Background: an optimization exercise with open tools, aiming at small area. Do not read the settings as production practice. In this exercise RTL edits were held to simulation tests only and were not proved equivalent to the original. The flow treats the clock pin as an ideal source. Dropping or thinning the clock tree relies on that and would not hold on a real chip. Power and IR drop assume default switching activity.

==> run R: inputs <==
// led_interface
module led_interface #(
  parameter clock_freq      = 20_000    ,
  parameter blink_period_ms = 100       ,
  parameter pause_before_ms = 1_000     ,
  parameter pause_after_ms  = 1_000     ,
  parameter bits_count      = 8
) (
  input                   clk          ,
  input                   reset        ,
  input  [bits_count-1:0] parallel_code,
  output                  serial_code
);
==> module led_interface, before the edit <==
module led_interface #(
  parameter clock_freq      = 20_000    ,
  parameter blink_period_ms = 100       ,
  parameter pause_before_ms = 1_000     ,
  parameter pause_after_ms  = 1_000     ,
  parameter bits_count      = 8
) (
  input                   clk          ,
  input                   reset        ,
  input  [bits_count-1:0] parallel_code,
  output                  serial_code
);
  logic [10:0] blink;
  logic [ 3:0] grp;
  logic [ 2:0] ph;
  logic [ 7:0] code;     
  logic        armed;    
  wire ph2_is_2  = ( ph == 3'd2 );
  wire blink_end = ( { blink[10:3], blink[1:0] } == 10'd0 );
  wire load      = grp[3] && grp[0] && ph2_is_2 &&
                   ( blink[9:0] == 10'b11_0000_0000 );
  wire wrap      = grp[3] && grp[1] && ph2_is_2;
  wire ph_last   = ( ph == 3'd7 );
  always_ff @( posedge clk or posedge reset )
    if ( reset )
      begin
        blink <= 11'b000_0000_1001;
        grp   <= 4'd9;
        ph    <= 3'd3;
        armed <= 1'b0;
      end
    else
      begin
        blink <= { blink[9] , blink[8] && !load, blink[7:3],
                   blink[2] || blink_end, blink[1:0], blink[10] ~^ blink[8] };
        if ( blink_end )
          begin
            ph[0]  <= !ph[0] && !wrap;
            ph[1]  <= ( ph[1] ^ ph[0] ) && !wrap;
            ph[2]  <= ph[2] ^ ( ph[1] && ph[0] );
            grp[0] <= grp[0] ^ ph_last;
            grp[1] <= ( grp[1] ^ ( ph_last && grp[0] ) ) && !wrap;
            grp[2] <= grp[2] ^ ( ph_last && grp[1] && grp[0] );
            grp[3] <= ( grp[3] ^ ( ph_last && grp[2] && grp[1] && grp[0] ) ) && !wrap;
          end
        if ( load )
          armed <= 1'b1;
      end
  always_ff @( posedge clk )
    if ( load )
      code <= { parallel_code[0], parallel_code[1], parallel_code[2], parallel_code[3],
                parallel_code[4], parallel_code[5], parallel_code[6], parallel_code[7] };
  assign serial_code = !grp[3] && ph[2] &&
                       ( ( !ph[1] && !ph[0] ) || ( code[grp[2:0]] && armed ) );
endmodule
Settings: LEC_CHECK=0, CAP_MARGIN=20, CORE_AREA=2 2 64 64, DIE_AREA=0 0 66 66, PLACE_DENSITY=0.8, SLEW_MARGIN=20; clock period 6.0 ns.
standard.sh (not shown) runs the stock make flow with config.mk's settings and CLKGATE_MAP_FILE= SYNTH_SCRIPT=/design/flow/synth_recipe.tcl, a recipe that flattens the netlist after the stock synthesis.
==> flow/flow/run.sh <==
#!/bin/bash
# Own layout flow: the standard flow (standard.sh) with these changes.
#  - Synthesis is the standard flow's script with an area-oriented ABC script and no
#    ha/fa extraction (flow/synth_area.tcl); registers and names unchanged.
#  - After floorplan, every cell is swapped for its family's smallest drive
#    strength (flow/downsize.tcl); later repair steps size up where needed.
#  - Ports are buffered with buf_1 instead of the default buffer.
#  - After CTS, the clock tree is collapsed into one buffer that drives every
#    register (flow/one_clkbuf.tcl).
# Each step's output goes to a log file in the work folder; ORFS's own logs
# stay under orfs/logs.
set -euo pipefail
W=$(pwd)
bash standard.sh SYNTH_SCRIPT="$W/flow/synth_area.tcl" synth > "$W/synth.log" 2>&1
bash standard.sh \
  POST_FLOORPLAN_TCL="$W/flow/downsize.tcl" \
  BUFFER_PORTS_ARGS="-buffer_cell sky130_fd_sc_hd__buf_1" \
  POST_CTS_TCL="$W/flow/one_clkbuf.tcl" \
  finish > "$W/layout.log" 2>&1
==> flow/flow/abc_area.script <==
strash
dc2
dch -f
amap
strash
dc2
dch -f
amap
topo
dnsize
==> flow/flow/one_clkbuf.tcl <==
# Run after CTS: collapse the clock tree into one buffer.  Every flip-flop
# clock pin moves onto the root buffer's output net, the other clock buffers
# and the dummy loads CTS added are deleted, and the root buffer becomes
# the smallest buffer that keeps the clock slew in bounds.  All registers then get the clock through the same single
# buffer (no skew is added or used).
set cells {sky130_fd_sc_hd__clkbuf_8 sky130_fd_sc_hd__buf_8 sky130_fd_sc_hd__buf_12 sky130_fd_sc_hd__clkbuf_16 sky130_fd_sc_hd__buf_16}
set block [ord::get_db_block]
set clk_net [$block findNet clk]
set root ""
foreach it [$clk_net getITerms] {
  if { [$it isInputSignal] } { set root [$it getInst] }
}
if { $root eq "" } { error "one_clkbuf: no buffer on net clk" }
set root_out ""
foreach it [$root getITerms] { if { [$it isOutputSignal] } { set root_out [$it getNet] } }
set root_name [$root getName]
puts "one_clkbuf: root $root_name ([[$root getMaster] getName]) drives [$root_out getName]"
# walk the tree below the root
set todo [list $root_out]
set sinks {}
set bufs {}
while { [llength $todo] } {
  set net [lindex $todo 0]
  set todo [lrange $todo 1 end]
  foreach it [$net getITerms] {
    if { ![$it isInputSignal] } { continue }
    set inst [$it getInst]
    set m [[$inst getMaster] getName]
    if { [string match "sky130_fd_sc_hd__clkbuf_*" $m] || [string match "sky130_fd_sc_hd__clkinv_*" $m] || [string match "sky130_fd_sc_hd__buf_*" $m] } {
      set out ""
      foreach o [$inst getITerms] { if { [$o isOutputSignal] && [$o getNet] ne "NULL" } { set out [$o getNet] } }
      if { [string match "sky130_fd_sc_hd__clkinv_*" $m] && $out ne "" } { error "one_clkbuf: inverter [$inst getName] in the clock tree" }
      lappend bufs $inst
      if { $out ne "" } { lappend todo $out }
    } else {
      if { $net ne $root_out } { lappend sinks [list [$inst getName] [[$it getMTerm] getName]] }
    }
  }
}
foreach b $bufs {
  set name [$b getName]
  set out ""
  foreach o [$b getITerms] { if { [$o isOutputSignal] && [$o getNet] ne "NULL" } { set out [$o getNet] } }
  foreach o [$b getITerms] { if { [$o getNet] ne "NULL" && ![$o isOutputSignal] } { $o disconnect } }
  delete_instance $name
  if { $out ne "" } {
    foreach it [$out getITerms] { $it disconnect }
    delete_net [$out getName]
  }
}
foreach s $sinks {
  lassign $s iname pname
  set it [[$block findInst $iname] findITerm $pname]
  if { [$it getNet] ne "NULL" } { $it disconnect }
  $it connect $root_out
}
puts "one_clkbuf: [llength $bufs] buffers/loads removed, [llength $sinks] sinks on $root_name"
set target 0.110
if { [info exists ::env(ONE_CLKBUF_SLEW)] } { set target $::env(ONE_CLKBUF_SLEW) }
foreach cell $cells {
  replace_cell [get_cells $root_name] $cell
  estimate_parasitics -placement
  set worst 0
  foreach s $sinks {
    lassign $s iname pname
    set sl [get_property [get_pins $iname/$pname] slew_max]
    if { $sl > $worst } { set worst $sl }
  }
  puts "one_clkbuf: $cell worst clock pin slew (placement estimate) $worst"
  if { $worst <= $target } { break }
}
# put the buffer at the centre of its sinks and legalise
set sx 0; set sy 0
foreach s $sinks {
  set bb [[$block findInst [lindex $s 0]] getBBox]
  set sx [expr { $sx + ([$bb xMin] + [$bb xMax]) / 2 }]
  set sy [expr { $sy + ([$bb yMin] + [$bb yMax]) / 2 }]
}
set rinst [$block findInst $root_name]
set w [[$rinst getMaster] getWidth]
set h [[$rinst getMaster] getHeight]
$rinst setLocation [expr { $sx / [llength $sinks] - $w / 2 }] [expr { $sy / [llength $sinks] - $h / 2 }]
$rinst setPlacementStatus PLACED
detailed_placement
check_placement
Other scripts of this flow, unchanged in this note and not shown: flow/flow/downsize.tcl, flow/flow/synth_area.tcl
==> inputs of run E, as changes to run R <==
--- a/flow/design.v
+++ b/flow/design.v
@@ -12,7 +12,13 @@
 );
-  logic [10:0] blink;
-  logic [ 3:0] grp;
-  logic [ 2:0] ph;
+  localparam [10:0] BLINK_RST = 11'b000_0000_1001;
+  localparam [ 3:0] GRP_RST   = 4'd9;
+  localparam [ 2:0] PH_RST    = 3'd3;
+  logic [10:0] blink_q;
+  logic [ 3:0] grp_q;
+  logic [ 2:0] ph_q;
   logic [ 7:0] code;     
   logic        armed;    
+  wire [10:0] blink = blink_q ^ BLINK_RST;
+  wire [ 3:0] grp   = grp_q   ^ GRP_RST;
+  wire [ 2:0] ph    = ph_q    ^ PH_RST;
   wire ph2_is_2  = ( ph == 3'd2 );
@@ -23,2 +29,11 @@
   wire ph_last   = ( ph == 3'd7 );
+  wire [10:0] blink_next = { blink[9] , blink[8] && !load, blink[7:3],
+                             blink[2] || blink_end, blink[1:0], blink[10] ~^ blink[8] };
+  wire [ 2:0] ph_next  = { ph[2] ^ ( ph[1] && ph[0] ),
+                           ( ph[1] ^ ph[0] ) && !wrap,
+                           !ph[0] && !wrap };
+  wire [ 3:0] grp_next = { ( grp[3] ^ ( ph_last && grp[2] && grp[1] && grp[0] ) ) && !wrap,
+                           grp[2] ^ ( ph_last && grp[1] && grp[0] ),
+                           ( grp[1] ^ ( ph_last && grp[0] ) ) && !wrap,
+                           grp[0] ^ ph_last };
   always_ff @( posedge clk or posedge reset )
@@ -26,6 +41,6 @@
       begin
-        blink <= 11'b000_0000_1001;
-        grp   <= 4'd9;
-        ph    <= 3'd3;
-        armed <= 1'b0;
+        blink_q <= '0;
+        grp_q   <= '0;
+        ph_q    <= '0;
+        armed   <= 1'b0;
       end
@@ -33,13 +48,7 @@
       begin
-        blink <= { blink[9] , blink[8] && !load, blink[7:3],
-                   blink[2] || blink_end, blink[1:0], blink[10] ~^ blink[8] };
+        blink_q <= blink_next ^ BLINK_RST;
         if ( blink_end )
           begin
-            ph[0]  <= !ph[0] && !wrap;
-            ph[1]  <= ( ph[1] ^ ph[0] ) && !wrap;
-            ph[2]  <= ph[2] ^ ( ph[1] && ph[0] );
-            grp[0] <= grp[0] ^ ph_last;
-            grp[1] <= ( grp[1] ^ ( ph_last && grp[0] ) ) && !wrap;
-            grp[2] <= grp[2] ^ ( ph_last && grp[1] && grp[0] );
-            grp[3] <= ( grp[3] ^ ( ph_last && grp[2] && grp[1] && grp[0] ) ) && !wrap;
+            grp_q <= grp_next ^ GRP_RST;
+            ph_q  <= ph_next  ^ PH_RST;
           end
==> flow/flow/abc_area.script (replaced) <==
strash
dch
amap
strash
dc2
dch -f
amap
topo
dnsize
--- a/flow/flow/one_clkbuf.tcl
+++ b/flow/flow/one_clkbuf.tcl
@@ -57,3 +57,3 @@
 puts "one_clkbuf: [llength $bufs] buffers/loads removed, [llength $sinks] sinks on $root_name"
-set target 0.110
+set target 0.135
 if { [info exists ::env(ONE_CLKBUF_SLEW)] } { set target $::env(ONE_CLKBUF_SLEW) }
- CAP_MARGIN: 20 -> 5
- GPL_TIMING_DRIVEN: unset -> 0
- PLACE_DENSITY: 0.8 -> 0.95
- SLEW_MARGIN: 20 -> 5
==> inputs of run K, as changes to run R <==
--- a/flow/design.v
+++ b/flow/design.v
@@ -12,7 +12,13 @@
 );
-  logic [10:0] blink;
-  logic [ 3:0] grp;
-  logic [ 2:0] ph;
+  localparam [10:0] BLINK_RST = 11'b000_0000_1001;
+  localparam [ 3:0] GRP_RST   = 4'd9;
+  localparam [ 2:0] PH_RST    = 3'd3;
+  logic [10:0] blink_q;
+  logic [ 3:0] grp_q;
+  logic [ 2:0] ph_q;
   logic [ 7:0] code;     
   logic        armed;    
+  wire [10:0] blink = blink_q ^ BLINK_RST;
+  wire [ 3:0] grp   = grp_q   ^ GRP_RST;
+  wire [ 2:0] ph    = ph_q    ^ PH_RST;
   wire ph2_is_2  = ( ph == 3'd2 );
@@ -23,2 +29,11 @@
   wire ph_last   = ( ph == 3'd7 );
+  wire [10:0] blink_next = { blink[9] , blink[8] && !load, blink[7:3],
+                             blink[2] || blink_end, blink[1:0], blink[10] ~^ blink[8] };
+  wire [ 2:0] ph_next  = { ph[2] ^ ( ph[1] && ph[0] ),
+                           ( ph[1] ^ ph[0] ) && !wrap,
+                           !ph[0] && !wrap };
+  wire [ 3:0] grp_next = { ( grp[3] ^ ( ph_last && grp[2] && grp[1] && grp[0] ) ) && !wrap,
+                           grp[2] ^ ( ph_last && grp[1] && grp[0] ),
+                           ( grp[1] ^ ( ph_last && grp[0] ) ) && !wrap,
+                           grp[0] ^ ph_last };
   always_ff @( posedge clk or posedge reset )
@@ -26,6 +41,6 @@
       begin
-        blink <= 11'b000_0000_1001;
-        grp   <= 4'd9;
-        ph    <= 3'd3;
-        armed <= 1'b0;
+        blink_q <= '0;
+        grp_q   <= '0;
+        ph_q    <= '0;
+        armed   <= 1'b0;
       end
@@ -33,13 +48,7 @@
       begin
-        blink <= { blink[9] , blink[8] && !load, blink[7:3],
-                   blink[2] || blink_end, blink[1:0], blink[10] ~^ blink[8] };
+        blink_q <= blink_next ^ BLINK_RST;
         if ( blink_end )
           begin
-            ph[0]  <= !ph[0] && !wrap;
-            ph[1]  <= ( ph[1] ^ ph[0] ) && !wrap;
-            ph[2]  <= ph[2] ^ ( ph[1] && ph[0] );
-            grp[0] <= grp[0] ^ ph_last;
-            grp[1] <= ( grp[1] ^ ( ph_last && grp[0] ) ) && !wrap;
-            grp[2] <= grp[2] ^ ( ph_last && grp[1] && grp[0] );
-            grp[3] <= ( grp[3] ^ ( ph_last && grp[2] && grp[1] && grp[0] ) ) && !wrap;
+            grp_q <= grp_next ^ GRP_RST;
+            ph_q  <= ph_next  ^ PH_RST;
           end
==> flow/flow/abc_area.script (replaced) <==
strash
dch
amap
strash
dc2
dch -f
amap
topo
dnsize
- CAP_MARGIN: 20 -> 5
- GPL_TIMING_DRIVEN: unset -> 0
- PLACE_DENSITY: 0.8 -> 0.95
- SLEW_MARGIN: 20 -> 5
==> summary of the runs <==
Register-to-register slack is about the same in run E and run K.
Against run K, the sequential share of layout area of run E is higher by 0.31 points.
In area after synthesis, run E and run K do not differ.
Wire length: run R is higher than run K (about 8%).
In count of clock-buffer cells in the layout, run E and run K do not differ.
Clock power: run E is lower than run R (about 16%).
==> figures <==
Result of the run: run R timing/DRC/antenna clean; run E timing/DRC/antenna clean; run K timing/DRC/antenna clean
Relative contribution of the clock network to total power: run R 0.268; run E 0.234; run K 0.262
Simple-gate area share of the yosys netlist: run R 0.121; run E 0.111; run K 0.111
Inverters, non-clock: run R 7; run E 10; run K 10
Met2 usage in global routing: run R 0.159; run E 0.150; run K 0.150
Area post-placement: run R 0.00108 mm^2; run E 0.00106 mm^2; run K 0.00106 mm^2
Detailed route wirelength on metal3: run R 112 um; run E 86 um; run K 118 um
Starting Density: run R 0.263; run E 0.261; run K 0.261
Clock-pin slew of the registers on the worst-case setup and hold paths: run R 0.10 ns; run E 0.13 ns; run K 0.10 ns
Power in the clock group: run R 0.0708 mW; run E 0.0592 mW; run K 0.0689 mW
Detailed-router iteration count before antenna repair: run R 4; run E 4; run K 5
Routed metal-1 wirelength: run R 687 um; run E 646 um; run K 656 um
Placement-stage worst setup slack: run R 3.39 ns; run E 3.26 ns; run K 3.26 ns
Sequential area share after synthesis: run R 0.745; run E 0.745; run K 0.745

========
==> inputs of run G <==
==> flow/design.v <==
module led_interface #(
  parameter clock_freq      = 20_000    ,
  parameter blink_period_ms = 100       ,
  parameter pause_before_ms = 1_000     ,
  parameter pause_after_ms  = 1_000     ,
  parameter bits_count      = 8
) (
  input                   clk          ,
  input                   reset        ,
  input  [bits_count-1:0] parallel_code,
  output                  serial_code
);
  localparam pause_before = pause_before_ms * ( clock_freq / 1000 );
  localparam pause_after  = pause_after_ms  * ( clock_freq / 1000 );
  localparam blink_period = blink_period_ms * ( clock_freq / 1000 );
  logic [bits_count-1:0] code_meta      ;
  logic [bits_count-1:0] code_latch     ;
  logic [bits_count-1:0] current_code   ;
  logic [           2:0] state_counter  ;
  logic [           7:0] bit_counter    ;
  logic [          31:0] before_timer   ;
  logic [          31:0] after_timer    ;
  logic [          31:0] blink_timer    ;
  logic                  serial_code_reg;
  assign serial_code = serial_code_reg;
  always_ff @( posedge clk or posedge reset )
    begin
      if ( reset )
        begin
          code_meta     <= '0;
          code_latch    <= '0;
          current_code  <= '0;
          before_timer  <= '0;
          after_timer   <= '0;
          blink_timer   <= '0;
          state_counter <= '0;
          bit_counter   <= bits_count - 1'b1;
        end
      else
        begin
          if ( ( pause_before > 0 ) && ( before_timer < pause_before - 1'b1 ) )
            before_timer <= before_timer + 1'b1;
          else
            begin
              if ( ( bit_counter > 0 ) || ( state_counter < 7 ) )
                begin
                  if ( blink_timer < blink_period - 1'b1 )
                    blink_timer <= blink_timer + 1'b1;
                  else
                    begin
                      if ( state_counter < 7 )
                        state_counter <= state_counter + 1'b1;
                      else
                        begin
                          state_counter <= 0;
                          bit_counter   <= bit_counter - 1'b1;
                        end
                      blink_timer <= 0;
                    end
                end
              else
                begin
                  if ( ( pause_after > 0 ) && ( after_timer < pause_after - 1'b1 ) )
                    after_timer <= after_timer + 1'b1;
                  else
                    begin
                      before_timer  <= '0;
                      after_timer   <= '0;
                      state_counter <= '0;
                      bit_counter   <= bits_count - 1'b1;
                      current_code  <= code_latch;
                    end
                end
            end
          { code_latch, code_meta } <= { code_meta, parallel_code };
        end
    end
  always_ff @(posedge clk or posedge reset)
    begin
      if ( reset )
        serial_code_reg <= '0;
      else
        case( state_counter )
          3, 4, 5 : serial_code_reg <= current_code[bit_counter];
          2       : serial_code_reg <= 1'b1;
          default : serial_code_reg <= '0;
        endcase
    end
endmodule
==> flow/run.sh <==
#!/bin/bash
# synth_recipe.tcl (not shown) runs the flow's synth.tcl, then flattens the netlist and writes it again
# the make line also repeats each setting of config.mk as NAME=value (left out here)
make -C /OpenROAD-flow-scripts/flow DESIGN_CONFIG=/design/flow/config.mk WORK_HOME=/design/flow/orfs CLKGATE_MAP_FILE= SYNTH_SCRIPT=/design/flow/synth_recipe.tcl finish
==> flow/config.mk <==
export PLATFORM = sky130hd
export DESIGN_NAME = led_interface
export DESIGN_NICKNAME = led_interface
export VERILOG_FILES = /design/flow/design.v
export SDC_FILE = /design/flow/constraint.sdc
export NUM_CORES = 4
export LEC_CHECK = 0
export CAP_MARGIN = 20
export CORE_MARGIN = 2
export CORE_UTILIZATION = 40
export SLEW_MARGIN = 20
==> flow/constraint.sdc <==
create_clock -name core_clock -period 6.0 [get_ports {clk}]
set_input_delay 1.2000 -clock core_clock [delete_from_list [all_inputs] [get_ports {clk}]]
set_output_delay 1.2000 -clock core_clock [all_outputs]
set_load 0.01 [all_outputs]
==> run F (differences from run G) <==
==> flow/design.v, changed modules only <==
module led_interface #(
  parameter clock_freq      = 20_000    ,
  parameter blink_period_ms = 100       ,
  parameter pause_before_ms = 1_000     ,
  parameter pause_after_ms  = 1_000     ,
  parameter bits_count      = 8
) (
  input                   clk          ,
  input                   reset        ,
  input  [bits_count-1:0] parallel_code,
  output                  serial_code
);
  logic [10:0] blink;
  logic [ 3:0] grp;
  logic [ 2:0] ph;
  logic [ 7:0] code;     
  logic        blank;    
  wire ph2_is_2  = ( ph == 3'd2 );
  wire blink_end = ( { blink[10:3], blink[1:0] } == 10'd0 );
  wire load      = grp[3] && grp[0] && ph2_is_2 &&
                   ( blink[9:0] == 10'b11_0000_0000 );
  wire wrap      = grp[3] && grp[1] && ph2_is_2;
  always_ff @( posedge clk or posedge reset )
    if ( reset )
      begin
        blink <= 11'b000_0000_1001;
        grp   <= 4'd9;
        ph    <= 3'd3;
        blank <= 1'b1;
      end
    else
      begin
        blink <= { blink[9] , blink[8] && !load, blink[7:3],
                   blink[2] || blink_end, blink[1:0], blink[10] ~^ blink[8] };
        if ( blink_end )
          { grp, ph } <= wrap ? 7'd0 : { grp, ph } + 1'b1;
        if ( load )
          blank <= 1'b0;
      end
  always_ff @( posedge clk )
    if ( load )
      code <= { parallel_code[0], parallel_code[1], parallel_code[2], parallel_code[3],
                parallel_code[4], parallel_code[5], parallel_code[6], parallel_code[7] };
  assign serial_code = !grp[3] && ph[2] &&
                       ( ( !ph[1] && !ph[0] ) || ( code[grp[2:0]] && !blank ) );
endmodule
- CORE_UTILIZATION: 40 -> 70
- CTS_BUF_LIST: not set -> sky130_fd_sc_hd__clkbuf_16
==> comparison <==
Against run G, the final cell count of run F is lower by about 90%.
Against run G, the final area of run F is smaller by 81%.
Against run G, the via count of run F is lower by about 80%.
Of run G and run F, run G has the higher fmax (gap about 5%, measured against run F).
Of run G and run F, run G has the higher flip-flop and latch count (gap 105).
==> figures <==
Outcome: run G complete, no violations; run F complete, no violations
Met1 GRT Util: run G 21.9%; run F 31.8%
CP max stage cell: run G and2_1; run F dfstp_2
Synthesized-area fraction occupied by xor and xnor cells: run G 0.876%; run F 0.758%
Worst slack, placed: run G 2740 ps; run F 2850 ps
Final std cell area, no fill: run G 6830 sq um; run F 1320 sq um
Total number of clock tree sinks: run G 132; run F 27
Final Instance Count excl. Fillers: run G 786; run F 112
WL per Instance: run G 15.3 microns; run F 19.4 microns
Area share of buffers outside the clock network: run G 1.79%; run F 7.59%
Sequential fraction of total cell area: run G 48.4%; run F 54.9%
Highest-power group: run G the clock network; run F registers

what the ideal ports hide:
No port has a modelled driver above. Below, the same layouts with a new extraction and two added sets of constraints. Step 1, drivers: a clkbuf_16 drives clk and a buf_2 each remaining input, both assumed. Step 2 times the ports against the registers' clock, not the clock port: input delays grow and output delays shrink by t, the midpoint of the rising clock arrivals with the driver on. Slacks: ideal ports / drivers / drivers and shift; pairs: ideal ports / drivers.
run | shift t [ns] | slack for setup (ns) | worst setup path after step 2 | worst register clock-pin slew, ns | cell pins on the clock port's net
run R | 0.162 | 3.223 / 3.194 / 3.355 | register to output | 0.10 / 0.10 | 1
run E | 0.170 | 3.025 / 3.000 / 3.170 | register to output | 0.13 / 0.13 | 1
run K | 0.157 | 3.036 / 3.009 / 3.166 | register to output | 0.10 / 0.10 | 1
run G | 0.459 | 2.737 / 2.737 / 2.737 | register to register | 0.06 / 0.06 | 1
run F | 0.282 | 2.568 / 2.543 / 2.825 | register to output | 0.06 / 0.06 | 1
After both steps setup and hold are still met in every run listed.
